Background: an optimization exercise with open tools, aiming at small area. Do not read the settings as production practice.
In this exercise RTL edits were held to simulation tests only and were not proved equivalent to the original.
The clock port is modelled as an ideal driver; clocking choices that lean on that would not hold on a real chip.
Power and IR drop assume default switching activity.

==> design/flow/design.v <==
module m_spi # (
    parameter   [31:00]         USER_CLK_RATE    = 32'd100_000_000  ,  
    parameter   [31:00]         SPI_CLK_RATE     = 32'd2_500_000    ,  
    parameter   [00:00]         MCS_VALID_LEVEL  = 0                , 
    parameter   [01:00]         SCK_MODE         = 2'b01            , 
    parameter   [15:00]         AWIDTH           = 16               , 
    parameter   [15:00]         DWIDTH           = 8                  
) ( 
    input                       user_clk                            ,  
    input                       user_rst                            ,  
    input                       i_rd_evt                            ,  
    input                       i_wr_evt                            ,  
    input       [DWIDTH-1:0]    i_wr_data                           ,  
    input       [AWIDTH-1:0]    i_addr                              ,  
    output reg                  o_rd_evt                            ,  
    output reg  [DWIDTH-1:0]    o_rd_data                           ,  
    output reg                  o_rw_done_evt                       ,  
    output reg                  mcs                                 ,  
    output reg                  sclk                                ,  
    output reg                  mosi                                ,  
    input                       miso                                   
);
    localparam  SCK_DIV         = USER_CLK_RATE/SPI_CLK_RATE/2  ;
    localparam  PAYLOAD_WIDTH   = AWIDTH + DWIDTH + 1           ;
    localparam  IDLE            = 3'b001                        ;
    localparam  BUSY            = 3'b010                        ;
    localparam  MASTER_OUT      = 3'b100                        ;
    reg         [04:00]             c_state                     ;
    reg         [04:00]             n_state                     ;
    reg         [PAYLOAD_WIDTH-1:0] tx_payload                  ;
    reg                             rd_en                       ;
    reg         [31:00]             cnt_mbusy                   ;
    reg         [31:00]             cnt_bit                     ;
    reg                             rw_mode                     ;  
    reg                             read_evt                    ;
    reg         [PAYLOAD_WIDTH-1:0] rx_payload                  ;
    always@(posedge user_clk or posedge user_rst) begin
        if(user_rst) begin
            c_state <=  IDLE;
        end else begin
            c_state <=  n_state;
        end
    end
    always@(*) begin
        case(c_state)
        IDLE       :
        begin
            if(i_wr_evt || i_rd_evt) begin
                n_state = BUSY;
            end else begin
                n_state = IDLE;
            end
        end
        BUSY        :
        begin
            if( (cnt_mbusy == (SCK_DIV - 1)) && (cnt_bit == (PAYLOAD_WIDTH - 1)) && (sclk == SCK_MODE[0])) begin
                n_state = MASTER_OUT;
            end else begin
                n_state = BUSY;
            end
        end
        MASTER_OUT :
        begin
            n_state = IDLE;
        end
        default:n_state = IDLE;
        endcase
    end
    always@(posedge user_clk or posedge user_rst) begin
        if(user_rst) begin
            tx_payload    <= 'h0;
            rd_en         <= 'd0;
            cnt_mbusy     <= 'h0;
            cnt_bit       <= 'h0;
            rw_mode       <= 'b0;
            read_evt      <= 'b0;
            rx_payload    <= 'h0;
            o_rd_evt      <= 'b0;
            o_rd_data     <= 'h0;
            o_rw_done_evt <= 'b0;
            mcs           <= 'b0;
            sclk          <= 'b0;
            mosi          <= 'b0;
        end else begin
            read_evt      <= 0;
            o_rd_evt      <= read_evt;
            o_rw_done_evt <= 0;
            case(c_state)
            IDLE        : 
            begin
                mcs     <= ~MCS_VALID_LEVEL;
                sclk    <=  SCK_MODE[1];
                cnt_bit <= 0;
                if(i_wr_evt) begin
                    tx_payload <= {1'b0,i_addr,i_wr_data};
                    mosi       <= 1'b0;  
                    if(MCS_VALID_LEVEL) begin
                        mcs <= 1;
                    end else begin
                        mcs <= 0; 
                    end
                    if(SCK_MODE[0]) begin  
                        sclk <= 0;
                    end else begin  
                        sclk <= 1; 
                    end
                end
                if(i_rd_evt) begin
                    rw_mode    <= 1;
                    tx_payload <= {1'b1,i_addr,{DWIDTH{1'b0}}};
                    mosi       <= 1'b1;  
                    if(SCK_MODE[0]) begin
                        sclk <= 0;
                    end else begin
                        sclk <= 1;
                    end
                end
            end
            BUSY : 
            begin
                mcs <= MCS_VALID_LEVEL; 
                if(cnt_mbusy == (SCK_DIV - 1)) begin
                    cnt_mbusy <= 'h0;
                end else begin
                    cnt_mbusy <= cnt_mbusy + 1; 
                end
                if (cnt_mbusy == (SCK_DIV - 1)) begin
                    sclk <=  ~sclk;
                    if(sclk == SCK_MODE[0]) begin
                        if(cnt_bit == (PAYLOAD_WIDTH - 1)) begin
                            cnt_bit <=  0;
                            mcs     <= ~MCS_VALID_LEVEL;
                            sclk    <=  SCK_MODE[1];
                        end else begin
                            cnt_bit <=  cnt_bit + 1; 
                        end
                    end
                    if(sclk == SCK_MODE[0]) begin 
                        mosi       <= tx_payload[PAYLOAD_WIDTH-1]; 
                    end else begin
                        tx_payload <= {tx_payload[PAYLOAD_WIDTH-2:0],1'b0};
                    end
                end
                if (rw_mode) begin
                    if (cnt_mbusy == (SCK_DIV - 2)) begin
                        rd_en   <=  ~rd_en;
                    end
                end
                if(cnt_mbusy == 0 && rd_en) begin 
                    rx_payload <= {rx_payload[PAYLOAD_WIDTH-2:0],miso}; 
                end
            end
            MASTER_OUT  : 
            begin
                mcs     <= ~MCS_VALID_LEVEL;
                sclk    <=  SCK_MODE[1];
                rw_mode <=  0;
                o_rw_done_evt <= 1;
                if(rw_mode) begin
                    read_evt  <= 1;
                    o_rd_data <= rx_payload[DWIDTH-1:0];
                end
            end
            default:
            begin
                tx_payload <= 'h0;
                rd_en      <= 'd0;
                cnt_mbusy  <= 'h0;
                cnt_bit    <= 'h0;
                rw_mode    <= 'b0;
                read_evt   <= 'b0;
                o_rd_evt   <= 'b0;
                o_rd_data  <= 'h0;
                mcs        <= 'b0;
                sclk       <= 'b0;
                mosi       <= 'b0;
            end
            endcase 
        end
    end 
endmodule
==> design/flow/run.sh <==
#!/bin/bash
# synth_recipe.tcl (not shown) runs the flow's synth.tcl, then flattens the netlist and writes it again
# the make line also repeats each setting of config.mk as NAME=value (left out here)
make -C /OpenROAD-flow-scripts/flow DESIGN_CONFIG=/design/flow/config.mk WORK_HOME=/design/flow/orfs CLKGATE_MAP_FILE= SYNTH_SCRIPT=/design/flow/synth_recipe.tcl finish
==> design/flow/config.mk <==
export PLATFORM = sky130hd
export DESIGN_NAME = m_spi
export DESIGN_NICKNAME = m_spi
export VERILOG_FILES = /design/flow/design.v
export SDC_FILE = /design/flow/constraint.sdc
export NUM_CORES = 4
export LEC_CHECK = 0
export CAP_MARGIN = 20
export CORE_MARGIN = 2
export CORE_UTILIZATION = 40
export SLEW_MARGIN = 20
==> design/flow/constraint.sdc <==
create_clock -name core_clock -period 5.0 [get_ports {user_clk}]
set_input_delay 1.0000 -clock core_clock [delete_from_list [all_inputs] [get_ports {user_clk}]]
set_output_delay 1.0000 -clock core_clock [all_outputs]
set_load 0.01 [all_outputs]
==> key figures, run 1 <==
Floorplan
  • Starting density of the core: 0.4081
  • Core Region: 15830 µm²
  • Die height: 131.1 µm
  • Die Footprint: 17180 µm²
  • Rows: 46
  • IO Count: 42
  • Die width: 131.1 µm

Detailed routing
  • Routed WL: 15840 µm
  • Via count: 5462
  • Final ANT Viol Nets: 0
  • M1 wire length: 7545 µm
  • Routed vias/inst: 5.969
  • Max Used Layer: met4
  • Metal2 WL: 7233 µm
  • DRC: 0
  • DRC violation total after the first TritonRoute iteration: 413
  • Met3 routed WL: 783 µm
  • Wire per inst: 17.31 µm
  • DRT Pass-1 Iters: 5

GRT
  • Largest net degree at the start of global routing: 117
  • GRT Util Overall: 0.1949
  • GR Overflow Total: 0
  • First-pass GRT wire length: 26280 µm
  • Vias in the first global route: 5240
  • Initial antenna violation count: 0

Timing
  • Setup TNS: 0 ps
  • RSZ-0062 raised after global routing: no
  • Minimum clock period after layout: 3123 ps
  • Worst-Margin Slew: 1044 ps
  • Setup slack after layout: 1877 ps
  • Fin. Hold Viols: 0
  • Final Cycle Share: 0.6247
  • Slew headroom: 0.3001
  • Max Slew Vio Count: 0
  • Max Clock Skew: 4.470 ps
  • Setup violators final: 0
  • Fmax: 320.2 MHz

Clock network
  • TritonCTS Buffers: 17
  • Postcts setup bufs: 0
  • Root Buffer: clkbuf_16
  • CTS sink count: 116
  • CTS Hold Buffers Added: 0
  • Post_cts resized: 0
  • Clk latency of the worst-skew pair: 410 ps
  • Clk slew on worst S/H paths: 50 ps
  • Clk buf depth: 2
  • # H-tree levels: 4
  • CTS tree: yes

Synthesis
  • Distinct cells, synth: 61
  • Post-synth top area share: 0.4456
  • Primary FF master, synth: dfrtp_1
  • Asr flop ratio synth: 1.000
  • Synth top area cells: dfrtp_1, mux2_2, a22o_1
  • Area leader, netlist: dfrtp_1
  • Commonest cells in the netlist: dfrtp_1, nand2_1, clkbuf_1
  • Sequential element share of the synthesized area: 0.4496
  • Post-synth EDFFs: 0
  • Most frequent cell after synthesis: dfrtp_1
  • Post-Syn Instances: 671
  • Yosys reg bits: 116
  • Synthesis Warnings: 1
  • Post-Syn Area: 6459 µm²
  • Mapped Avg Cell Area: 9.625 µm²
  • Mapped Nets: 705

Critical path
  • R2R Path Start: cnt_mbusy[12]$_DFFE_PP0N_
  • Critical path type: reg2reg
  • Worst setup path start: cnt_mbusy[12]$_DFFE_PP0N_
  • FF-to-FF path depth: 5
  • CP Buf/Inv Count: 0
  • Max incr delay on CP: 890 ps
  • Setup crit start kind: flop
  • Crit. End Element: flop
  • Reg2reg end: cnt_mbusy[15]$_DFFE_PP0N_
  • Critical path data required time: 5260 ps
  • Worst EP arrival: 3380 ps
  • CP Max Fanout: 16
  • Critical path depth in cells: 5
  • Slowest cell on crit path: or4_1
  • Reg-to-reg slack, setup: 1880 ps
  • Crit path cell chain: nor4_2 -> nand4_1 -> or4_1 -> a21oi_1 -> nor2_1
  • Critical path's top delay family: simple AND/OR/NAND/NOR gates

Worst hold path
  • Hold_sp: read_evt$_DFF_PP0_
  • Hold Path Class: reg2reg
  • Hold Path End: o_rd_evt$_DFF_PP0_
  • Hold path depth: 1

Place
  • Gpl congestion: 0.8173
  • Post-DP HPWL: 10550 µm
  • Post-Place Setup Slack: 1938 ps
  • IO Port Bufs: 41

Power and ir drop
  • Leak: 3.196 nW
  • Peak VDD IR: 273.1 µV
  • Power density cells: 406.8 nW/µm²

Final layout
  • Fillers: 1471
  • N_diodes: 0
  • Layout cells sized above 1: 0.1259
  • Area grow syn2layout: 17.13%
  • # nets final: 724

Run status
  • Outcome: timing/DRC/antenna clean

Job
  • MaxCap Viol Count: 0
-- sequential cells by signal, indices dropped and copies added, names as in the netlist --
name	cells
rx_payload	8
o_rd_data	8
rw_mode	1
c_state	3
cnt_mbusy	32
mosi	1
o_rd_evt	1
cnt_bit	32
o_rw_done_evt	1
read_evt	1
tx_payload	25
sclk	1
rd_en	1
mcs	1
-- metal layers --
layer  vias up  track usage
met4         0      0.07947
met2       171       0.2978
met5         -            0
met1      2674       0.2731
met3        25      0.03774
li1       2592            -
-- cells in the final DEF, fill, tap and decap left out, drive strengths merged, types with 16 or more instances in the layout --
master	count
o21ai	30
nand3	32
clkbuf	23
nand2	62
clkdlybuf4s50	41
nor4	28
inv	16
a22o	32
and3	22
nor3	20
dfrtp	115
mux2	33
a31oi	29
nor2	36
-- power breakdown --
group	switching, mW	internal [mW]	total (mW)	leakage [nW]
clock network	0.400	0.718	1.12	0.273
registers	0.0900	1.04	1.13	1.59
logic	0.501	0.327	0.827	1.33
-- worst max path at each step --
stage	endpoint	slack, ps
6_report	cnt_mbusy[15]$_DFFE_PP0N_	1880
5_1_grt	cnt_mbusy[17]$_DFFE_PP0N_	1610
4_1_cts	cnt_mbusy[6]$_DFFE_PP0N_	1900
3_5_place_dp	cnt_mbusy[15]$_DFFE_PP0N_	1940
3_3_place_gp	cnt_mbusy[6]$_DFFE_PP0N_	1990
2_1_floorplan	c_state[1]$_DFF_PP0_	930
-- cell families after synthesis --
logic type,share of synthesized area
DFF,0.4496
and+or+nand+nor,0.2278
muxes,0.06374
buffers and inverters,0.04359
xor gates and xnor gates,0.01763
AOI/OAI and AO/OA,0.1879
adders and majority gates,0.009686
-- through the flow --
| step | hold WS [ps] | instances | utilization | power, mW | cell area, µm² |
|---|---|---|---|---|---|
| floorplan | 433.4 | 671 | - | 1.761 | 6459 |
| detailed placement | 440.1 | 886 | 0.4434 | 1.968 | 7018 |
| finish | 452.3 | 915 | 0.4779 | 3.077 | 7565 |
| global route | 496.4 | 915 | 0.4779 | 3.245 | 7565 |
| global placement | 449.6 | 886 | 0.4434 | 1.947 | 7018 |
| CTS | 453.1 | 914 | 0.4775 | 3.099 | 7557 |
-- cell type report --
type / count / area [µm²] / share of cell area
inverter: 16 / 62.56 / 0.008270
clock inverter: 6 / 55.05 / 0.007278
sequential: 116 / 2904 / 0.3839
timing repair buffer: 50 / 490.5 / 0.06484
clock buffer: 22 / 484.2 / 0.06401
multi-input combinational: 489 / 3298 / 0.4360
tap: 216 / 270.3 / 0.03573
==> inputs of run 2 (changes only) <==
==> design/flow/design.v (replaced) <==
module m_spi # (
    parameter   [31:00]         USER_CLK_RATE    = 32'd100_000_000  ,
    parameter   [31:00]         SPI_CLK_RATE     = 32'd2_500_000    ,
    parameter   [00:00]         MCS_VALID_LEVEL  = 0                ,
    parameter   [01:00]         SCK_MODE         = 2'b01            ,
    parameter   [15:00]         AWIDTH           = 16               ,
    parameter   [15:00]         DWIDTH           = 8
) (
    input                       user_clk                            ,
    input                       user_rst                            ,
    input                       i_rd_evt                            ,
    input                       i_wr_evt                            ,
    input       [DWIDTH-1:0]    i_wr_data                           ,
    input       [AWIDTH-1:0]    i_addr                              ,
    output reg                  o_rd_evt                            ,
    output reg  [DWIDTH-1:0]    o_rd_data                           ,
    output reg                  o_rw_done_evt                       ,
    output reg                  mcs                                 ,
    output reg                  sclk                                ,
    output reg                  mosi                                ,
    input                       miso
);
    reg                 busy     ;  
    reg     [4:0]       cnt_div  ;  
    reg     [4:0]       cnt_bit  ;  
    reg                 rw_mode  ;  
    reg     [23:0]      sreg     ;  
    wire    idle     = ~busy;
    wire    half_end = busy & (cnt_div == 5'd19);
    wire    fall     = half_end & sclk;
    wire    closing  = busy & cnt_bit[4] & cnt_bit[3] & cnt_bit[0];    
    wire    sample   = busy & sclk & (cnt_div == 5'd0) & (cnt_bit != 5'd0);
    wire    req      = i_wr_evt | i_rd_evt;
    always @(posedge user_clk) begin
        if (idle) begin
            cnt_div <= 5'd0;
            cnt_bit <= 5'd0;
            rw_mode <= i_rd_evt;
            sreg    <= {i_addr, i_wr_data};
        end else begin
            cnt_div <= (cnt_div == 5'd19) ? 5'd0 : cnt_div + 5'd1;
            if (fall)
                cnt_bit <= cnt_bit + 5'd1;
            if (sample)
                sreg <= {sreg[22:0], miso};
        end
    end
    always @(posedge user_clk or posedge user_rst) begin
        if (user_rst) begin
            busy          <= 1'b0;
            sclk          <= 1'b0;
            mcs           <= 1'b0;
            mosi          <= 1'b0;
            o_rw_done_evt <= 1'b0;
            o_rd_evt      <= 1'b0;
            o_rd_data     <= 8'h0;
        end else begin
            busy          <= idle ? req : ~closing;
            sclk          <= sclk ^ half_end;
            mcs           <= idle ? ~i_wr_evt : (cnt_bit[4] & cnt_bit[3] & (cnt_bit[0] | fall));
            if (idle)
                mosi <= i_rd_evt;
            else if (fall)
                mosi <= sreg[23] & ~(cnt_bit[4] & (rw_mode | cnt_bit[3]));
            o_rw_done_evt <= closing;
            o_rd_evt      <= o_rw_done_evt & rw_mode;
            if (closing & rw_mode)
                o_rd_data <= sreg[7:0];
        end
    end
endmodule
==> key figures, run 2 <==
Synthesis
  • Yosys reg bits: 49 (was 116)
  • Primary FF master, synth: edfxtp_1 (was dfrtp_1)
  • Post-synth EDFFs: 25 (was 0)
  • Post-Syn Area: 2103 µm² (was 6459 µm²)
  • Area leader, netlist: edfxtp_1 (was dfrtp_1)
  • Mapped Nets: 178 (was 705)
  • Post-Syn Instances: 144 (was 671)
  • Synth top area cells: edfxtp_1, dfrtp_1, mux2_2 (was dfrtp_1, mux2_2, a22o_1)
  • Post-synth top area share: 0.3569 (was 0.4456)
  • Synthesis Warnings: 1 (unchanged)
  • Commonest cells in the netlist: edfxtp_1, mux2_2, dfrtp_1 (was dfrtp_1, nand2_1, clkbuf_1)
  • Asr flop ratio synth: 0.2857 (was 1.000)
  • Distinct cells, synth: 32 (was 61)
  • Most frequent cell after synthesis: edfxtp_1 (was dfrtp_1)
  • Sequential element share of the synthesized area: 0.6187 (was 0.4496)
  • Mapped Avg Cell Area: 14.61 µm² (was 9.625 µm²)

Detailed routing
  • Wire per inst: 14.05 µm (was 17.31 µm)
  • DRC violation total after the first TritonRoute iteration: 42 (was 413)
  • Via count: 1242 (was 5462)
  • Routed WL: 3640 µm (was 15840 µm)
  • DRT Pass-1 Iters: 4 (was 5)
  • Routed vias/inst: 4.795 (was 5.969)
  • Final ANT Viol Nets: 0 (unchanged)
  • DRC: 0 (unchanged)

Critical path
  • Critical path data required time: 4000 ps (was 5260 ps)
  • Crit path cell chain: clkdlybuf4s50_1 (was nor4_2 -> nand4_1 -> or4_1 -> a21oi_1 -> nor2_1)
  • CP Buf/Inv Count: 1 (was 0)
  • Crit. End Element: primary output (was flop)
  • Setup crit start kind: flop (unchanged)
  • Worst EP arrival: 1250 ps (was 3380 ps)
  • Critical path type: reg2out (was reg2reg)
  • CP Max Fanout: 3 (was 16)
  • R2R Path Start: cnt_bit[0]$_SDFFE_PN0P_ (was cnt_mbusy[12]$_DFFE_PP0N_)
  • Critical path's top delay family: buffers and inverters (was simple AND/OR/NAND/NOR gates)
  • Slowest cell on crit path: clkdlybuf4s50_1 (was or4_1)
  • Max incr delay on CP: 550 ps (was 890 ps)
  • Worst setup path start: sclk$_DFF_PP0_ (was cnt_mbusy[12]$_DFFE_PP0N_)

Floorplan
  • Core Region: 5075 µm² (was 15830 µm²)
  • Die height: 76.52 µm (was 131.1 µm)
  • Die Footprint: 5855 µm² (was 17180 µm²)
  • IO Count: 42 (unchanged)
  • Starting density of the core: 0.4144 (was 0.4081)
  • Rows: 26 (was 46)
  • Die width: 76.52 µm (was 131.1 µm)

Final layout
  • Largest regs: sreg x24, o_rd_data x8 (was cnt_bit x32, cnt_mbusy x32, tx_payload x25)
  • # nets final: 222 (was 724)
  • Area grow syn2layout: 27.96% (was 17.13%)
  • Number of flip-flops in the largest register: 24
  • Most frequent cells in the layout: clkdlybuf4s50_1, edfxtp_1, mux2_2, dfrtp_1, nor2_1 (was dfrtp_1, nand2_1, clkdlybuf4s50_1, nor2_1, mux2_2)
  • Finished Core Util: 0.5303 (was 0.4779)
  • Layout cells sized above 1: 0.2275 (was 0.1259)
  • Most common cell after layout, fill and taps aside: clkdlybuf4s50_1 (was dfrtp_1)
  • Largest Register: sreg
  • N_diodes: 0 (unchanged)

GRT
  • Met1 GRT Util: 0.1509 (was 0.2731)
  • Vias in the first global route: 1333 (was 5240)
  • GRT Util Overall: 0.1317 (was 0.1949)
  • First-pass GRT wire length: 6051 µm (was 26280 µm)
  • Met3 usage: 0.04028 (was 0.03774)
  • Met2 Track Usage GR: 0.2310 (was 0.2978)
  • Gr busiest metal: met2 (unchanged)
  • Largest net degree at the start of global routing: 33 (was 117)
  • Initial antenna violation count: 0 (unchanged)
  • GR Overflow Total: 0 (unchanged)

Power and ir drop
  • Flop pwr share: 0.559 (was 0.368)
  • Clock share of power: 0.273 (was 0.364)
  • Power density cells: 342.4 nW/µm² (was 406.8 nW/µm²)
  • Leak: 1.050 nW (was 3.196 nW)
  • Total Power: 921.5 µW (was 3.077 mW)
  • Internal power: 681.7 µW (was 2.086 mW)
  • Peak VDD IR: 170.9 µV (was 273.1 µV)
  • Logic pwr share: 0.168 (was 0.269)
  • Psw: 239.8 µW (was 990.8 µW)
  • Fraction of power spent switching nets: 0.2602 (was 0.3220)

Timing
  • Worst-Margin Slew: 766.0 ps (was 1044 ps)
  • Hold Slack: 504.2 ps (was 452.3 ps)
  • Slew headroom: 0.4874 (was 0.3001)
  • Setup TNS: 0 ps (unchanged)
  • Fin. Hold Viols: 0 (unchanged)
  • Final Cycle Share: 0.4496 (was 0.6247)
  • Max Slew Vio Count: 0 (unchanged)
  • Fmax: 444.9 MHz (was 320.2 MHz)
  • Setup violators final: 0 (unchanged)
  • Minimum clock period after layout: 2248 ps (was 3123 ps)
  • RSZ-0062 raised after global routing: no (unchanged)
  • Max Clock Skew: 7.659 ps (was 4.470 ps)

Place
  • Gpl congestion: 0.6770 (was 0.8173)
  • IO Port Bufs: 41 (unchanged)
  • Post-DP HPWL: 2621 µm (was 10550 µm)

Clock network
  • Clk slew on worst S/H paths: 90 ps (was 50 ps)
  • CTS Hold Buffers Added: 0 (unchanged)
  • TritonCTS Buffers: 5 (was 17)
  • CTS tree: yes (unchanged)
  • Post_cts resized: 0 (unchanged)
  • Clk latency of the worst-skew pair: 290 ps (was 410 ps)
  • CTS sink count: 49 (was 116)
  • Postcts setup bufs: 0 (unchanged)
  • # H-tree levels: 2 (was 4)
  • Root Buffer: clkbuf_8 (was clkbuf_16)
  • Clk buf depth: 2 (unchanged)

Job
  • MaxCap Viol Count: 0 (unchanged)

Worst hold path
  • Hold Path Class: reg2reg (unchanged)
  • Hold_sp: sreg[0]$_DFFE_PP_ (was read_evt$_DFF_PP0_)

Run status
  • Outcome: timing/DRC/antenna clean (unchanged)
==> run 2: changes by cell type after synthesis, sizes merged, moves of 26 or more <==
cell and change:
clkbuf -37, a22o -32, nand2 -60, o21ai -26
a31oi -27, nand3 -30, dfrtp -101, nor4 -28
==> run 2: layout make-up <==
cell class,count,area [µm²]
fill,445,2384
sequential,49,1301
multi-input combinational,83,757.0
timing repair buffer,42,417.9
clock buffer,7,97.59
tap,70,87.58
inverter,7,26.28
clock inverter,1,3.754
==> run 2: power by group through the flow <==
stage,sequential (mW),clock [mW],combinational (mW)
floorplan,0.518,0,0.0871
global route,0.520,0.277,0.177
detailed placement,0.524,0,0.156
finish,0.515,0.251,0.155
global placement,0.519,0,0.144
CTS,0.515,0.261,0.158
==> run 2: path summary, 6_finish.rpt <==
check | cells after the start | endpoint | slack, ps
worst max register to register | 4 | sreg[12]$_DFFE_PP_ | 3140
worst max-delay path | 1 | sclk | 2750
min in group asynchronous | 2 | o_rw_done_evt$_DFF_PP0_ | 1050
worst min register to register | 1 | o_rd_data[0]$_DFFE_PP0P_ | 500
max in group asynchronous | 2 | o_rd_data[1]$_DFFE_PP0P_ | 3580
worst min-delay path | 1 | o_rd_data[0]$_DFFE_PP0P_ | 500
==> run 2: per-layer routing <==
layer  share of wire  vias up
met5               0        -
met4           0.015        0
met2            0.50       35
met3           0.051        6
met1            0.44      598
li1                -      603
==> run 2: logic make-up (layout without fill, tap and decap cells) <==
logic type,Yosys count,in the layout,synth area share
DFF,49,49,0.6187
muxes,33,33,0.1904
adders and majority gates,5,5,0.02974
and+or+nand+nor,31,31,0.08923
AOI/OAI and AO/OA,9,9,0.02439
xor gates and xnor gates,5,5,0.02082
buffers and inverters,12,57,0.02676
==> run 2: per-stage QoR <==
step           setup WS, ps  std cells  area [µm²]
2_1_floorplan          2067        144        2103
3_3_place_gp           2888        251        2582
3_5_place_dp           3039        251        2590
4_1_cts                2735        259        2691
5_1_grt                2714        259        2691
6_report               2752        259        2691
==> inputs of run 3 (changes only) <==
--- a/design/flow/design.v
+++ b/design/flow/design.v
@@ -16,3 +16,3 @@
     output reg  [DWIDTH-1:0]    o_rd_data                           ,
-    output reg                  o_rw_done_evt                       ,
+    output                      o_rw_done_evt                       ,
     output reg                  mcs                                 ,
@@ -24,5 +24,7 @@
     reg     [4:0]       cnt_div  ;  
-    reg     [4:0]       cnt_bit  ;  
+    reg     [4:1]       cnt_bit_h;  
+    reg                 cnt_bit_l;  
     reg                 rw_mode  ;  
     reg     [23:0]      sreg     ;  
+    wire    [4:0]       cnt_bit  = {cnt_bit_h, cnt_bit_l};
     wire    idle     = ~busy;
@@ -30,19 +32,22 @@
     wire    fall     = half_end & sclk;
-    wire    closing  = busy & cnt_bit[4] & cnt_bit[3] & cnt_bit[0];    
+    wire    at_end   = cnt_bit[4] & cnt_bit[3] & cnt_bit[0];     
+    wire    closing  = busy & at_end;
     wire    sample   = busy & sclk & (cnt_div == 5'd0) & (cnt_bit != 5'd0);
     wire    req      = i_wr_evt | i_rd_evt;
+    wire    [4:0] cnt_bit_nx = idle ? 5'd0 : cnt_bit + {4'd0, fall};
+    assign  o_rw_done_evt = idle & at_end;
     always @(posedge user_clk) begin
+        cnt_bit_h <= cnt_bit_nx[4:1];
         if (idle) begin
             cnt_div <= 5'd0;
-            cnt_bit <= 5'd0;
             rw_mode <= i_rd_evt;
-            sreg    <= {i_addr, i_wr_data};
         end else begin
             cnt_div <= (cnt_div == 5'd19) ? 5'd0 : cnt_div + 5'd1;
-            if (fall)
-                cnt_bit <= cnt_bit + 5'd1;
-            if (sample)
-                sreg <= {sreg[22:0], miso};
         end
     end
+    wire    hold = busy & ~sample;
+    always @(posedge user_clk)
+        sreg <= ({24{idle}} & {i_addr, i_wr_data})
+              | ({24{sample}} & {sreg[22:0], miso})
+              | ({24{hold}} & sreg);
     always @(posedge user_clk or posedge user_rst) begin
@@ -50,2 +55,3 @@
             busy          <= 1'b0;
+            cnt_bit_l     <= 1'b0;
             sclk          <= 1'b0;
@@ -53,3 +59,2 @@
             mosi          <= 1'b0;
-            o_rw_done_evt <= 1'b0;
             o_rd_evt      <= 1'b0;
@@ -57,3 +62,4 @@
         end else begin
-            busy          <= idle ? req : ~closing;
+            busy          <= idle ? req : ~at_end;
+            cnt_bit_l     <= cnt_bit_nx[0];
             sclk          <= sclk ^ half_end;
@@ -64,3 +70,2 @@
                 mosi <= sreg[23] & ~(cnt_bit[4] & (rw_mode | cnt_bit[3]));
-            o_rw_done_evt <= closing;
             o_rd_evt      <= o_rw_done_evt & rw_mode;
==> design/flow/flow/run.sh (new file) <==
#!/bin/bash
# Layout flow: the standard ORFS flow (standard.sh) with two changes that only affect
# cell area:
#  * synthesis uses the standard synthesis script, except that ABC maps the combinational
#    logic with an area-oriented script (flow/abc_area.script); flip-flop mapping
#    (dfflibmap) and everything else is unchanged, so the registers are the same;
#  * ports are buffered with sky130_fd_sc_hd__buf_1 instead of the default buffer.
set -euo pipefail
here=$(pwd)
sed 's#log_cmd abc {\*}\$abc_args#log_cmd abc {*}[lreplace $abc_args 1 1 '"$here"'/flow/abc_area.script]#' \
    "$FLOW_HOME/scripts/synth.tcl" > "$here/area_synth_core.tcl"
grep -q 'abc_area.script' "$here/area_synth_core.tcl"
sed "s#\$::env(SCRIPTS_DIR)/synth.tcl#$here/area_synth_core.tcl#" synth_recipe.tcl > "$here/area_synth.tcl"
grep -q 'area_synth_core.tcl' "$here/area_synth.tcl"
bash standard.sh SYNTH_SCRIPT="$here/area_synth.tcl" \
    "BUFFER_PORTS_ARGS=-buffer_cell sky130_fd_sc_hd__buf_1" \
    finish > "$here/flow_make.log" 2>&1
test -f out/final.def
==> design/flow/flow/abc_area.script (new file) <==
strash
dch
amap
==> design/flow/standard.sh (new file) <==
#!/bin/bash
# synth_recipe.tcl (not shown) runs the flow's synth.tcl, then flattens the netlist and writes it again
# the make line also repeats each setting of config.mk as NAME=value (left out here)
make -C /OpenROAD-flow-scripts/flow DESIGN_CONFIG=/design/flow/config.mk WORK_HOME=/design/flow/orfs CLKGATE_MAP_FILE= SYNTH_SCRIPT=/design/flow/synth_recipe.tcl "${@:-finish}"
removed: design/flow/run.sh
==> key figures, run 3 <==
Run status
  • Outcome: timing/DRC/antenna clean (unchanged)

Timing
  • Final Cycle Share: 0.5366 (was 0.4496)
  • Slew headroom: 0.3656 (was 0.4874)
  • Setup violators final: 0 (unchanged)
  • Max Clock Skew: 7.655 ps (was 7.659 ps)
  • Fin. Hold Viols: 0 (unchanged)
  • Max Slew Vio Count: 0 (unchanged)
  • RSZ-0062 raised after global routing: no (unchanged)
  • Setup TNS: 0 ps (unchanged)
  • Worst-Margin Slew: 945.8 ps (was 766.0 ps)
  • Setup slack after layout: 2317 ps (was 2752 ps)
  • Fmax: 372.7 MHz (was 444.9 MHz)
  • Minimum clock period after layout: 2683 ps (was 2248 ps)

Synthesis
  • Commonest cells in the netlist: clkinv_1, dfxtp_1, a222oi_1 (was edfxtp_1, mux2_2, dfrtp_1)
  • Primary FF master, synth: dfxtp_1 (was edfxtp_1)
  • Sequential element share of the synthesized area: 0.5818 (was 0.6187)
  • Post-Syn Instances: 165 (was 144)
  • Yosys reg bits: 48 (was 49)
  • Area leader, netlist: dfxtp_1 (was edfxtp_1)
  • Post-Syn Area: 1789 µm² (was 2103 µm²)
  • Synthesis Warnings: 1 (unchanged)
  • Mapped Avg Cell Area: 10.84 µm² (was 14.61 µm²)
  • Asr flop ratio synth: 0.2917 (was 0.2857)
  • Mapped Nets: 200 (was 178)
  • Post-synth EDFFs: 1 (was 25)
  • Most frequent cell after synthesis: clkinv_1 (was edfxtp_1)
  • Synth top area cells: dfxtp_1, dfrtp_1, a222oi_1 (was edfxtp_1, dfrtp_1, mux2_2)
  • Post-synth top area share: 0.3692 (was 0.3569)
  • Distinct cells, synth: 21 (was 32)

GRT
  • First-pass GRT wire length: 5975 µm (was 6051 µm)
  • GRT Util Overall: 0.1485 (was 0.1317)
  • Vias in the first global route: 1319 (was 1333)
  • Initial antenna violation count: 0 (unchanged)
  • GR Overflow Total: 0 (unchanged)
  • Largest net degree at the start of global routing: 38 (was 33)

Place
  • Post-DP HPWL: 2400 µm (was 2621 µm)
  • Area after DPL: 2028 µm² (was 2590 µm²)
  • IO Port Bufs: 41 (unchanged)
  • Gpl congestion: 0.7587 (was 0.6770)
  • Post-Place Setup Slack: 2372 ps (was 3039 ps)

Critical path
  • Reg-to-reg slack, setup: 2320 ps (was 3140 ps)
  • CP Max Fanout: 37 (was 3)
  • CP Buf/Inv Count: 1 (unchanged)
  • Critical path data required time: 5190 ps (was 4000 ps)
  • CP dominant cell by count: ha_1
  • Critical path's top delay family: buffers and inverters (unchanged)
  • Worst EP arrival: 2880 ps (was 1250 ps)
  • Critical path depth in cells: 9 (was 1)
  • Max incr delay on CP: 750 ps (was 550 ps)
  • Critical path type: reg2reg (was reg2out)
  • Crit path cell chain: clkinv_1 -> nor2b_1 -> ha_1 -> ha_1 -> ha_1 -> nand2_1 -> nor2_1 -> nor2_1 -> a211oi_1 (was clkdlybuf4s50_1)
  • FF-to-FF path depth: 9 (was 4)
  • Crit. End Element: flop (was primary output)
  • Setup crit start kind: flop (unchanged)
  • Slowest cell on crit path: clkinv_1 (was clkdlybuf4s50_1)

Job
  • MaxCap Viol Count: 0 (unchanged)

Floorplan
  • IO Count: 42 (unchanged)
  • Die Footprint: 5024 µm² (was 5855 µm²)
  • Die height: 70.88 µm (was 76.52 µm)
  • Core Region: 4324 µm² (was 5075 µm²)
  • Starting density of the core: 0.4138 (was 0.4144)
  • Rows: 24 (was 26)
  • Die width: 70.88 µm (was 76.52 µm)

Power and ir drop
  • Power density cells: 454.9 nW/µm² (was 342.4 nW/µm²)
  • Fraction of power spent switching nets: 0.2977 (was 0.2602)
  • Flop pwr share: 0.558 (was 0.559)
  • Psw: 287.7 µW (was 239.8 µW)
  • Peak VDD IR: 210.8 µV (was 170.9 µV)
  • Logic pwr share: 0.194 (was 0.168)
  • Leak: 0.8653 nW (was 1.050 nW)
  • Clock share of power: 0.248 (was 0.273)
  • Internal power: 678.7 µW (was 681.7 µW)

Final layout
  • Post-Layout Inst Area: 2125 µm² (was 2691 µm²)
  • N_diodes: 0 (unchanged)
  • Most frequent cells in the layout: buf_1, clkinv_1, dfxtp_1, a222oi_1, dfrtp_1 (was clkdlybuf4s50_1, edfxtp_1, mux2_2, dfrtp_1, nor2_1)
  • Largest Register: sreg (unchanged)
  • Finished Core Util: 0.4913 (was 0.5303)
  • Number of flip-flops in the largest register: 24 (unchanged)
  • # nets final: 250 (was 222)
  • Area grow syn2layout: 18.74% (was 27.96%)
  • Fillers: 412 (was 445)
  • Largest regs: sreg x24, o_rd_data x8, cnt_div x5 (was sreg x24, o_rd_data x8)
  • Layout cells sized above 1: 0.05093 (was 0.2275)
  • Most common cell after layout, fill and taps aside: buf_1 (was clkdlybuf4s50_1)

Clock network
  • CTS Hold Buffers Added: 0 (unchanged)
  • Root Buffer: clkbuf_8 (unchanged)
  • Clk latency of the worst-skew pair: 300 ps (was 290 ps)
  • Clk slew on worst S/H paths: 90 ps (about the same)
  • Clk buf depth: 2 (unchanged)
  • CTS tree: yes (unchanged)
  • Post_cts resized: 0 (unchanged)
  • CTS sink count: 48 (was 49)
  • TritonCTS Buffers: 5 (unchanged)
  • # H-tree levels: 2 (unchanged)
  • Postcts setup bufs: 0 (unchanged)

Detailed routing
  • Routed vias/inst: 5.216 (was 4.795)
  • Routed WL: 3486 µm (was 3640 µm)
  • DRC violation total after the first TritonRoute iteration: 185 (was 42)
  • Via count: 1398 (was 1242)
  • Final ANT Viol Nets: 0 (unchanged)
  • DRC: 0 (unchanged)
  • DRT Pass-1 Iters: 8 (was 4)
  • Wire per inst: 13.01 µm (was 14.05 µm)

Worst hold path
  • Hold Path Class: reg2reg (unchanged)
  • Hold path depth: 2 (was 1)
## run 3: stage by stage
step           power, mW  cells  hold slack [ps]
2_1_floorplan     0.6760    165            421.2
3_3_place_gp      0.7320    260            434.9
3_5_place_dp      0.7363    260            449.2
4_1_cts           0.9782    268            472.3
5_1_grt            1.036    268            492.8
6_report          0.9664    268            465.0
## run 3: power groups by stage
| stage | clock, mW | combinational [mW] | sequential, mW |
|---|---|---|---|
| after floorplan | 0 | 0.141 | 0.535 |
| after global placement | 0 | 0.185 | 0.547 |
| after detailed placement | 0 | 0.189 | 0.547 |
| after CTS | 0.248 | 0.192 | 0.539 |
| after global routing | 0.260 | 0.224 | 0.551 |
| final | 0.240 | 0.187 | 0.539 |
## run 3: cells by family after synthesis
kind of cell,count (synthesis),synth area share
compound gates,44,0.2203
fa+ha+maj,6,0.04196
simple gates,30,0.07832
buf+inv,37,0.07762
flops,48,0.5818
## run 3: path summary, 6_finish.rpt
kind / from / endpoint
min in group asynchronous: user_rst / o_rd_data[5]$_DFFE_PP0P_
max in group asynchronous: user_rst / cnt_bit_l$_DFF_PP0_
max reg2reg: busy$_DFF_PP0_ / cnt_bit_h[4]$_SDFF_PN0_
min reg2reg: sreg[9]$_DFF_P_ / sreg[9]$_DFF_P_
min: sreg[9]$_DFF_P_ / sreg[9]$_DFF_P_
max: busy$_DFF_PP0_ / cnt_bit_h[4]$_SDFF_PN0_
## run 3: area by class of cell
class	instances	area, µm²	share of cell area
clock inverters	2	13.76	0.006478
well taps	52	65.06	0.03062
inverters	37	138.9	0.06537
multi-input cells	80	614.3	0.2892
clock buffers	6	82.58	0.03887
repair buffers	43	168.9	0.07951
flip-flops and latches	48	1041	0.4900
## run 3: per-layer routing
metal,vias up,part of all wire,wire length [µm],global-route usage
met1,636,0.48,1685,0.2045
met3,4,0.065,225,0.05413
met4,0,0.0089,31,0.03774
met5,-,0,0,0
li1,716,-,-,-
met2,42,0.44,1543,0.2233
## run 3: worst reg2reg max path: cells and delay by family (launching register included)
kind | cells | cell delay, ps
AOI/OAI and AO/OA | 1 | 200
and+or+nand+nor | 4 | 650
buffers and inverters | 1 | 750
adders and majority gates | 3 | 590
DFF | 1 | 400
==> inputs of run 4 (changes only) <==
--- a/design/flow/design.v
+++ b/design/flow/design.v
@@ -30,3 +30,5 @@
     wire    idle     = ~busy;
-    wire    half_end = busy & (cnt_div == 5'd19);
+    wire    div_last  = cnt_div[4] & ~cnt_div[1] & ~cnt_div[0];              
+    wire    div_first = ~cnt_div[2] & ~cnt_div[1] & ~cnt_div[0];             
+    wire    half_end = busy & div_last;
     wire    fall     = half_end & sclk;
@@ -34,3 +36,3 @@
     wire    closing  = busy & at_end;
-    wire    sample   = busy & sclk & (cnt_div == 5'd0) & (cnt_bit != 5'd0);
+    wire    sample   = busy & sclk & div_first & (cnt_bit != 5'd0);
     wire    req      = i_wr_evt | i_rd_evt;
@@ -44,3 +46,3 @@
         end else begin
-            cnt_div <= (cnt_div == 5'd19) ? 5'd0 : cnt_div + 5'd1;
+            cnt_div <= div_last ? 5'd0 : {cnt_div[3:0], ~(cnt_div[4] ^ cnt_div[1])};
         end
@@ -49,3 +51,3 @@
     always @(posedge user_clk)
-        sreg <= ({24{idle}} & {i_addr, i_wr_data})
+        sreg <= ({{16{idle}}, {8{idle & ~i_rd_evt}}} & {i_addr, i_wr_data})
               | ({24{sample}} & {sreg[22:0], miso})
@@ -69,3 +71,3 @@
             else if (fall)
-                mosi <= sreg[23] & ~(cnt_bit[4] & (rw_mode | cnt_bit[3]));
+                mosi <= sreg[23] & ~(cnt_bit[4] & cnt_bit[3]);
             o_rd_evt      <= o_rw_done_evt & rw_mode;
--- a/design/flow/flow/run.sh
+++ b/design/flow/flow/run.sh
@@ -1,3 +1,3 @@
 #!/bin/bash
-# Layout flow: the standard ORFS flow (standard.sh) with two changes that only affect
+# Layout flow: the standard ORFS flow (standard.sh) with changes that only affect
 # cell area:
@@ -6,3 +6,5 @@
 #    (dfflibmap) and everything else is unchanged, so the registers are the same;
-#  * ports are buffered with sky130_fd_sc_hd__buf_1 instead of the default buffer.
+#  * ports are buffered with sky130_fd_sc_hd__buf_1 instead of the default buffer;
+#  * the clock tree is 4 balanced sky130_fd_sc_hd__clkbuf_4, each driving the flip-flops
+#    of one quadrant, inserted before CTS (flow/clkins_hook.tcl), in place of the H-tree.
 set -euo pipefail
@@ -16,2 +18,3 @@
     "BUFFER_PORTS_ARGS=-buffer_cell sky130_fd_sc_hd__buf_1" \
+    PRE_CTS_TCL="$here/flow/clkins_hook.tcl" \
     finish > "$here/flow_make.log" 2>&1
==> design/flow/flow/clkins_hook.tcl (new file) <==
# PRE_CTS hook: drive the clock sinks through NK buffers of type BUF, one per group of
# nearby sinks, in place of TritonCTS's H-tree; the clock port then drives only those
# buffers. clock_tree_synthesis is then told to skip these nets.
set K [expr {[info exists ::env(CLK_NK)] ? $::env(CLK_NK) : 4}]
set BUF [expr {[info exists ::env(CLK_BUF)] ? $::env(CLK_BUF) : "sky130_fd_sc_hd__clkbuf_4"}]
set block [ord::get_db_block]
set net [$block findNet user_clk]
set pts {}
foreach it [$net getITerms] {
  set bb [[$it getInst] getBBox]
  lappend pts [list "[[$it getInst] getName]/[[$it getMTerm] getName]" [expr {([$bb xMin]+[$bb xMax])/2}] [expr {([$bb yMin]+[$bb yMax])/2}]]
}
proc split2 {pts idx} {
  set s [lsort -integer -index $idx $pts]
  set h [expr {[llength $s]/2}]
  return [list [lrange $s 0 [expr {$h-1}]] [lrange $s $h end]]
}
if {$K == 1} { set groups [list $pts]
} elseif {$K == 2} { set groups [split2 $pts 1]
} elseif {$K == 3} {
  set s [lsort -integer -index 1 $pts]; set n [llength $s]; set a [expr {$n/3}]; set b [expr {2*$n/3}]
  set groups [list [lrange $s 0 [expr {$a-1}]] [lrange $s $a [expr {$b-1}]] [lrange $s $b end]]
} else {
  set groups {}
  foreach g [split2 $pts 1] { foreach h [split2 $g 2] { lappend groups $h } }
}
set dbu [$block getDbUnitsPerMicron]
set gi 0
foreach g $groups {
  set sx 0; set sy 0; set pins {}
  foreach p $g { lappend pins [get_pins [lindex $p 0]]; set sx [expr {$sx+[lindex $p 1]}]; set sy [expr {$sy+[lindex $p 2]}] }
  set n [llength $g]
  insert_buffer -buffer_cell $BUF -net user_clk -load_pins $pins \
    -location [list [expr {$sx/$n/double($dbu)}] [expr {$sy/$n/double($dbu)}]] \
    -buffer_name clkbuf_leaf_$gi -net_name clknet_leaf_$gi
  incr gi
}
set skip {}
foreach it [$net getITerms] {
  set onet [[[$it getInst] findITerm X] getNet]
  $onet setSigType CLOCK
  lappend skip [$onet getName]
}
$net setSigType CLOCK
lappend skip user_clk
puts "clock buffers: $gi x $BUF; nets $skip"
set_cts_config -skip_nets $skip
==> key figures, run 4 <==
Run status
  • Outcome: timing/DRC/antenna clean (unchanged)

Timing
  • RSZ-0062 raised after global routing: no (unchanged)
  • Setup TNS: 0 ps (unchanged)
  • Fin. Hold Viols: 0 (unchanged)
  • Fmax: 429.2 MHz (was 372.7 MHz)
  • Slew headroom: 0.5594 (was 0.3656)
  • Max Clock Skew: 5.166 ps (was 7.655 ps)
  • Max Slew Vio Count: 0 (unchanged)
  • Minimum clock period after layout: 2330 ps (was 2683 ps)
  • Worst-Margin Slew: 656.9 ps (was 945.8 ps)
  • Setup violators final: 0 (unchanged)
  • Final Cycle Share: 0.4660 (was 0.5366)

Synthesis
  • Post-synth EDFFs: 1 (unchanged)
  • Mapped Nets: 192 (was 200)
  • Sequential element share of the synthesized area: 0.6007 (was 0.5818)
  • Synthesis Warnings: 1 (unchanged)
  • Post-synth top area share: 0.3812 (was 0.3692)
  • Distinct cells, synth: 18 (was 21)
  • Synth top area cells: dfxtp_1, dfrtp_1, a222oi_1 (unchanged)
  • Area leader, netlist: dfxtp_1 (unchanged)
  • Yosys reg bits: 48 (unchanged)
  • Commonest cells in the netlist: clkinv_1, dfxtp_1, a222oi_1 (unchanged)
  • Most frequent cell after synthesis: clkinv_1 (unchanged)
  • Post-Syn Area: 1733 µm² (was 1789 µm²)
  • Mapped Avg Cell Area: 10.97 µm² (was 10.84 µm²)
  • Post-Syn Instances: 158 (was 165)
  • Asr flop ratio synth: 0.2917 (unchanged)
  • Primary FF master, synth: dfxtp_1 (unchanged)

Final layout
  • Largest regs: sreg x24, o_rd_data x8, cnt_div x5 (unchanged)
  • Finished Core Util: 0.4896 (was 0.4913)
  • N_diodes: 0 (unchanged)
  • Number of flip-flops in the largest register: 24 (unchanged)
  • Area grow syn2layout: 15.45% (was 18.74%)
  • Fillers: 413 (was 412)
  • Most common cell after layout, fill and taps aside: buf_1 (unchanged)
  • Layout cells sized above 1: 0.03415 (was 0.05093)
  • Largest Register: sreg (unchanged)
  • Most frequent cells in the layout: buf_1, clkinv_1, dfxtp_1, a222oi_1, nor2_1 (was buf_1, clkinv_1, dfxtp_1, a222oi_1, dfrtp_1)
  • # nets final: 241 (was 250)

GRT
  • Initial antenna violation count: 0 (unchanged)
  • First-pass GRT wire length: 6058 µm (was 5975 µm)
  • Largest net degree at the start of global routing: 27 (was 38)
  • Vias in the first global route: 1316 (was 1319)
  • GR Overflow Total: 0 (unchanged)
  • GRT Util Overall: 0.1451 (was 0.1485)

Detailed routing
  • Via count: 1397 (was 1398)
  • Wire per inst: 14.04 µm (was 13.01 µm)
  • Routed vias/inst: 5.478 (was 5.216)
  • Final ANT Viol Nets: 0 (unchanged)
  • DRC violation total after the first TritonRoute iteration: 119 (was 185)
  • Routed WL: 3579 µm (was 3486 µm)
  • DRC: 0 (unchanged)
  • DRT Pass-1 Iters: 5 (was 8)

Floorplan
  • Core Region: 4086 µm² (was 4324 µm²)
  • Die Footprint: 4875 µm² (was 5024 µm²)
  • Starting density of the core: 0.4241 (was 0.4138)
  • Die width: 69.82 µm (was 70.88 µm)
  • Rows: 23 (was 24)
  • IO Count: 42 (unchanged)
  • Die height: 69.82 µm (was 70.88 µm)

Critical path
  • Setup crit start kind: flop (unchanged)
  • Critical path data required time: 4000 ps (was 5190 ps)
  • Crit. End Element: primary output (was flop)
  • CP Max Fanout: 4 (was 37)
  • Critical path type: reg2out (was reg2reg)
  • Worst EP arrival: 1330 ps (was 2880 ps)

Place
  • Gpl congestion: 0.7372 (was 0.7587)
  • Post-DP HPWL: 2716 µm (was 2400 µm)
  • IO Port Bufs: 41 (unchanged)

Clock network
  • Postcts setup bufs: 0 (unchanged)
  • Post_cts resized: 0 (unchanged)
  • CTS Hold Buffers Added: 0 (unchanged)
  • Clk slew on worst S/H paths: 110 ps (was 90 ps)
  • Clk latency of the worst-skew pair: 170 ps (was 300 ps)

Power and ir drop
  • Total Power: 995.8 µW (was 966.4 µW)
  • Power density cells: 497.7 nW/µm² (was 454.9 nW/µm²)
  • Leak: 0.8187 nW (was 0.8653 nW)
  • Peak VDD IR: 179.4 µV (was 210.8 µV)

Worst hold path
  • Hold Path Class: reg2reg (unchanged)

Job
  • MaxCap Viol Count: 0 (unchanged)
==> run 4: cell count changes after synthesis, sizes merged <==
cell     delta
a211oi      -4
nor2        +3
clkinv      -2
a2111oi     +1
a221oi      -1
and2        +1
ha          -1
nand4       -1
nor3        -1
nor4        -1
or2         -1
==> run 4: per-stage QoR <==
| step | setup WS (ps) | hold WS (ps) | std cells | area, µm² |
|---|---|---|---|---|
| floorplan | 997.5 | 403.4 | 158 | 1734 |
| global placement | 2954 | 424.6 | 251 | 1971 |
| detailed placement | 2880 | 424.5 | 251 | 1971 |
| CTS | 2872 | 425.6 | 255 | 2001 |
| global route | 2565 | 485.5 | 255 | 2001 |
| finish | 2670 | 443.0 | 255 | 2001 |
==> run 4: worst max-delay path, stage by stage, from the launching register on <==
cell      delay [ps]
dfxtp_1          380
clkinv_1         120
nor2b_1          250
nand2_1          110
nor2_1           130
buf_1            170
==> run 4: logic make-up (layout without fill, tap and decap cells) <==
family / after synthesis / count (layout) / synth area share
AO/OA/AOI/OAI: 40 / 40 / 0.2101
AND/OR/NAND/NOR: 30 / 30 / 0.07725
buffers and inverters: 35 / 82 / 0.07581
adder cells (fa/ha/maj): 5 / 5 / 0.03610
flip-flops: 48 / 48 / 0.6007
==> run 4: final cells by class, without the clock buffers <==
| cell class | instances | area, µm² | share of cell area |
|---|---|---|---|
| Sequential cell | 48 | 1041 | 0.5203 |
| Multi-Input combinational cell | 75 | 566.8 | 0.2833 |
| Timing Repair Buffer | 43 | 168.9 | 0.08443 |
| Inverter | 35 | 131.4 | 0.06567 |
| Tap cell | 50 | 62.56 | 0.03127 |
==> run 4: power by group <==
| group | switching [mW] | internal [mW] | total (mW) |
|---|---|---|---|
| Clock | 0.0893 | 0.0385 | 0.128 |
| Combinational | 0.146 | 0.117 | 0.263 |
| Sequential | 0.0893 | 0.515 | 0.605 |
| Total | 0.325 | 0.671 | 0.996 |
==> run 4: layer usage <==
layer  GRT usage  vias up  part of all wire
li1            -      675                 -
met1      0.2052      676              0.47
met2      0.2392       42              0.46
met3     0.02762        4             0.065
met4     0.01709        0             0.011
met5           0        -                 0
==> run 4: final timing paths <==
kind | startpoint | endpoint | slack, ps | cells past startpoint
max | cnt_bit_h[3]$_SDFF_PN0_ | o_rw_done_evt | 2670 | 5
min | cnt_div[0]$_SDFF_PP0_ | cnt_div[1]$_SDFF_PP0_ | 440 | 2
max reg2reg | busy$_DFF_PP0_ | o_rd_data[6]$_DFFE_PP0P_ | 2990 | 5
min reg2reg | cnt_div[0]$_SDFF_PP0_ | cnt_div[1]$_SDFF_PP0_ | 440 | 2
max in group asynchronous | user_rst | o_rd_data[0]$_DFFE_PP0P_ | 3990 | 2
min in group asynchronous | user_rst | cnt_bit_l$_DFF_PP0_ | 750 | 2
==> inputs of run 5 (changes only) <==
--- a/design/flow/flow/run.sh
+++ b/design/flow/flow/run.sh
@@ -6,2 +6,3 @@
 #    (dfflibmap) and everything else is unchanged, so the registers are the same;
+#  * global placement is not timing-driven (the design has several ns of slack);
 #  * ports are buffered with sky130_fd_sc_hd__buf_1 instead of the default buffer;
@@ -18,3 +19,3 @@
     "BUFFER_PORTS_ARGS=-buffer_cell sky130_fd_sc_hd__buf_1" \
-    PRE_CTS_TCL="$here/flow/clkins_hook.tcl" \
+    PRE_CTS_TCL="$here/flow/clkins_hook.tcl" GPL_TIMING_DRIVEN=0 \
     finish > "$here/flow_make.log" 2>&1
==> design/flow/flow/abc_area.script (replaced) <==
strash
dc2
dch -f
amap -F 4 -A 4
==> key figures, run 5 <==
Final layout
  • Number of flip-flops in the largest register: 24 (unchanged)
  • N_diodes: 0 (unchanged)
  • Fillers: 381 (was 413)
  • Most frequent cells in the layout: buf_1, clkinv_1, dfxtp_1, a222oi_1, dfrtp_1 (was buf_1, clkinv_1, dfxtp_1, a222oi_1, nor2_1)
  • Most common cell after layout, fill and taps aside: buf_1 (unchanged)
  • Finished Core Util: 0.4900 (was 0.4896)
  • Largest Register: sreg (unchanged)
  • # nets final: 234 (was 241)
  • Layout cells sized above 1: 0.03535 (was 0.03415)
  • Largest regs: sreg x24, o_rd_data x8, cnt_div x5 (unchanged)
  • Area grow syn2layout: 15.48% (was 15.45%)

Critical path
  • FF-to-FF path depth: 8 (was 5)
  • R2R Path Start: busy$_DFF_PP0_ (unchanged)
  • Worst setup path start: busy$_DFF_PP0_ (was cnt_bit_h[3]$_SDFF_PN0_)
  • Critical path data required time: 5060 ps (was 4000 ps)
  • CP Max Fanout: 26 (was 4)
  • CP dominant cell by count: clkinv_1
  • Crit. End Element: flop (was primary output)
  • Worst EP arrival: 3280 ps (was 1330 ps)
  • Critical path type: reg2reg (was reg2out)
  • Reg2reg end: sreg[13]$_DFF_P_ (was o_rd_data[6]$_DFFE_PP0P_)
  • Setup crit start kind: flop (unchanged)
  • Slowest cell on crit path: clkinv_1 (was dfxtp_1)
  • Max incr delay on CP: 650 ps (was 380 ps)
  • Reg-to-reg slack, setup: 1780 ps (was 2990 ps)
  • Crit path cell chain: clkinv_1 -> nor3_1 -> nand3_1 -> a31oi_2 -> buf_6 -> nor2_2 -> a222oi_1 -> clkinv_1 (was clkinv_1 -> nor2b_1 -> nand2_1 -> nor2_1 -> buf_1)

Detailed routing
  • Final ANT Viol Nets: 0 (unchanged)
  • DRC violation total after the first TritonRoute iteration: 206 (was 119)
  • DRC: 0 (unchanged)
  • Routed WL: 3630 µm (was 3579 µm)
  • Wire per inst: 14.64 µm (was 14.04 µm)
  • Routed vias/inst: 5.605 (was 5.478)
  • Via count: 1390 (was 1397)
  • DRT Pass-1 Iters: 5 (unchanged)

Power and ir drop
  • Leak: 0.7808 nW (was 0.8187 nW)
  • Logic pwr share: 0.257 (was 0.264)
  • Flop pwr share: 0.608 (was 0.607)
  • Fraction of power spent switching nets: 0.3182 (was 0.3263)
  • Power density cells: 481.4 nW/µm² (was 497.7 nW/µm²)
  • Internal power: 652.6 µW (was 670.8 µW)
  • Psw: 304.5 µW (was 324.9 µW)
  • Clock share of power: 0.135 (was 0.128)
  • Total Power: 957.1 µW (was 995.8 µW)
  • Peak VDD IR: 248.8 µV (was 179.4 µV)

Floorplan
  • IO Count: 42 (unchanged)
  • Die height: 69.61 µm (was 69.82 µm)
  • Starting density of the core: 0.4243 (was 0.4241)
  • Die Footprint: 4845 µm² (was 4875 µm²)
  • Die width: 69.61 µm (was 69.82 µm)
  • Rows: 23 (unchanged)
  • Core Region: 4058 µm² (was 4086 µm²)

Place
  • Gpl congestion: 0.7671 (was 0.7372)
  • IO Port Bufs: 41 (unchanged)
  • Post-DP HPWL: 2610 µm (was 2716 µm)

Timing
  • Max Slew Vio Count: 0 (unchanged)
  • Fin. Hold Viols: 0 (unchanged)
  • Minimum clock period after layout: 3220 ps (was 2330 ps)
  • Final Cycle Share: 0.6441 (was 0.4660)
  • Setup TNS: 0 ps (unchanged)
  • RSZ-0062 raised after global routing: no (unchanged)
  • Worst-Margin Slew: 990.5 ps (was 656.9 ps)
  • Max Clock Skew: 6.806 ps (was 5.166 ps)
  • Fmax: 310.5 MHz (was 429.2 MHz)
  • Setup violators final: 0 (unchanged)
  • Hold Slack: 447.9 ps (was 443.0 ps)
  • Slew headroom: 0.3390 (was 0.5594)

Synthesis
  • Post-synth EDFFs: 1 (unchanged)
  • Post-synth top area share: 0.3837 (was 0.3812)
  • Synth top area cells: dfxtp_1, dfrtp_1, a222oi_1 (unchanged)
  • Yosys reg bits: 48 (unchanged)
  • Mapped Avg Cell Area: 11.33 µm² (was 10.97 µm²)
  • Area leader, netlist: dfxtp_1 (unchanged)
  • Post-Syn Instances: 152 (was 158)
  • Distinct cells, synth: 19 (was 18)
  • Asr flop ratio synth: 0.2917 (unchanged)
  • Primary FF master, synth: dfxtp_1 (unchanged)
  • Commonest cells in the netlist: clkinv_1, dfxtp_1, a222oi_1 (unchanged)
  • Sequential element share of the synthesized area: 0.6047 (was 0.6007)
  • Mapped Nets: 186 (was 192)
  • Post-Syn Area: 1722 µm² (was 1733 µm²)
  • Synthesis Warnings: 1 (unchanged)

Worst hold path
  • Hold Path End: cnt_div[4]$_SDFF_PP0_ (was cnt_div[1]$_SDFF_PP0_)
  • Hold_sp: cnt_div[3]$_SDFF_PP0_ (was cnt_div[0]$_SDFF_PP0_)
  • Hold path depth: 1 (was 2)
  • Hold Path Class: reg2reg (unchanged)

Clock network
  • Postcts setup bufs: 0 (unchanged)
  • Clk latency of the worst-skew pair: 180 ps (was 170 ps)
  • Clk slew on worst S/H paths: 110 ps (about the same)
  • CTS Hold Buffers Added: 0 (unchanged)
  • Post_cts resized: 0 (unchanged)

GRT
  • Largest net degree at the start of global routing: 27 (unchanged)
  • First-pass GRT wire length: 6147 µm (was 6058 µm)
  • GR Overflow Total: 0 (unchanged)
  • GRT Util Overall: 0.1469 (was 0.1451)
  • Vias in the first global route: 1329 (was 1316)
  • Initial antenna violation count: 0 (unchanged)

Run status
  • Outcome: timing/DRC/antenna clean (unchanged)

Job
  • MaxCap Viol Count: 0 (unchanged)
run 5: changes by cell type in the layout (fill, tap and decap cells not counted), sizes merged, moves of 2 or more:
cell	delta
clkinv	-2
a21oi	+2
nor3	+4
o21ai	+2
nand2	-2
nor2	-11
a211oi	-3
run 5: per-layer routing:
metal / track usage / vias up / share of wire / wire [µm]
met3: 0.02616 / 4 / 0.075 / 273
met2: 0.2468 / 51 / 0.46 / 1660
li1: - / 671 / - / -
met5: 0 / - / 0 / 0
met1: 0.2043 / 664 / 0.46 / 1671
met4: 0.01743 / 0 / 0.0069 / 25
run 5: worst max-delay path: cells and delay by family, from the launching register on:
family,cells,cell delay [ps]
buf+inv,3,1030
compound gates,2,900
simple gates,3,680
flops,1,500
run 5: cell type report, without the clock buffers:
cell class,count,area (µm²),share of cell area
inverters,33,123.9,0.06230
multi-input cells,71,565.5,0.2845
flip-flops and latches,48,1041,0.5236
well taps,50,62.56,0.03147
repair buffers,42,165.2,0.08307
run 5: cell families (layout without fill, tap and decap cells):
group | count (synthesis) | in the layout | synth area share
buffers and inverters | 33 | 79 | 0.07195
DFF | 48 | 48 | 0.6047
and+or+nand+nor | 23 | 23 | 0.06759
AOI/OAI and AO/OA | 43 | 43 | 0.2195
adders and majority gates | 5 | 5 | 0.03634
run 5: power groups by stage:
stage	sequential (mW)	combinational (mW)	clock [mW]
finish	0.582	0.246	0.129
global placement	0.580	0.223	0
floorplan	0.569	0.181	0
detailed placement	0.586	0.248	0
CTS	0.589	0.249	0.0965
global route	0.594	0.286	0.148
run 5: worst max-delay path by stage:
stage	end	depth (start not counted)
finish	sreg[13]$_DFF_P_	8
global route	sreg[11]$_DFF_P_	8
CTS	sreg[13]$_DFF_P_	8
detailed placement	sreg[12]$_DFF_P_	8
global placement	sreg[19]$_DFF_P_	7
floorplan	sreg[0]$_DFF_P_	7
run 5: metrics by stage:
stage	instances	instance area, µm²	worst slack (ps)
after floorplan	152	1722	1684
after global placement	243	1938	416.9
after detailed placement	244	1958	1782
after CTS	248	1988	1771
after global routing	248	1988	1396
final	248	1988	1780

what the ideal ports hide:
The flow's constraints put no driver on any port. The routed layouts listed below were extracted and timed again, unchanged, in two steps. Step 1: set_driving_cell puts a clkbuf_16 on user_clk and a buf_2 on each other input, an assumption about the parent block. Step 2 also shifts input and output timing later by t, the mid clock arrival at the registers, as if the neighbouring blocks saw the same clock. Slacks: no drivers / after step 1 / after step 2; pairs: no drivers / after step 1.
run	shift t [ns]	setup slack, ns	hold WS [ns]
run 1	0.446	1.877 / 1.877 / 1.877	0.452 / 0.452 / 0.452
run 2	0.317	2.752 / 2.726 / 3.041	0.504 / 0.504 / 0.504
run 3	0.317	2.317 / 2.317 / 2.317	0.465 / 0.465 / 0.465
run 4	0.212	2.670 / 2.627 / 2.840	0.443 / 0.443 / 0.443
run 5	0.215	1.780 / 1.780 / 1.780	0.448 / 0.448 / 0.448
After both steps every run listed still meets setup and hold.
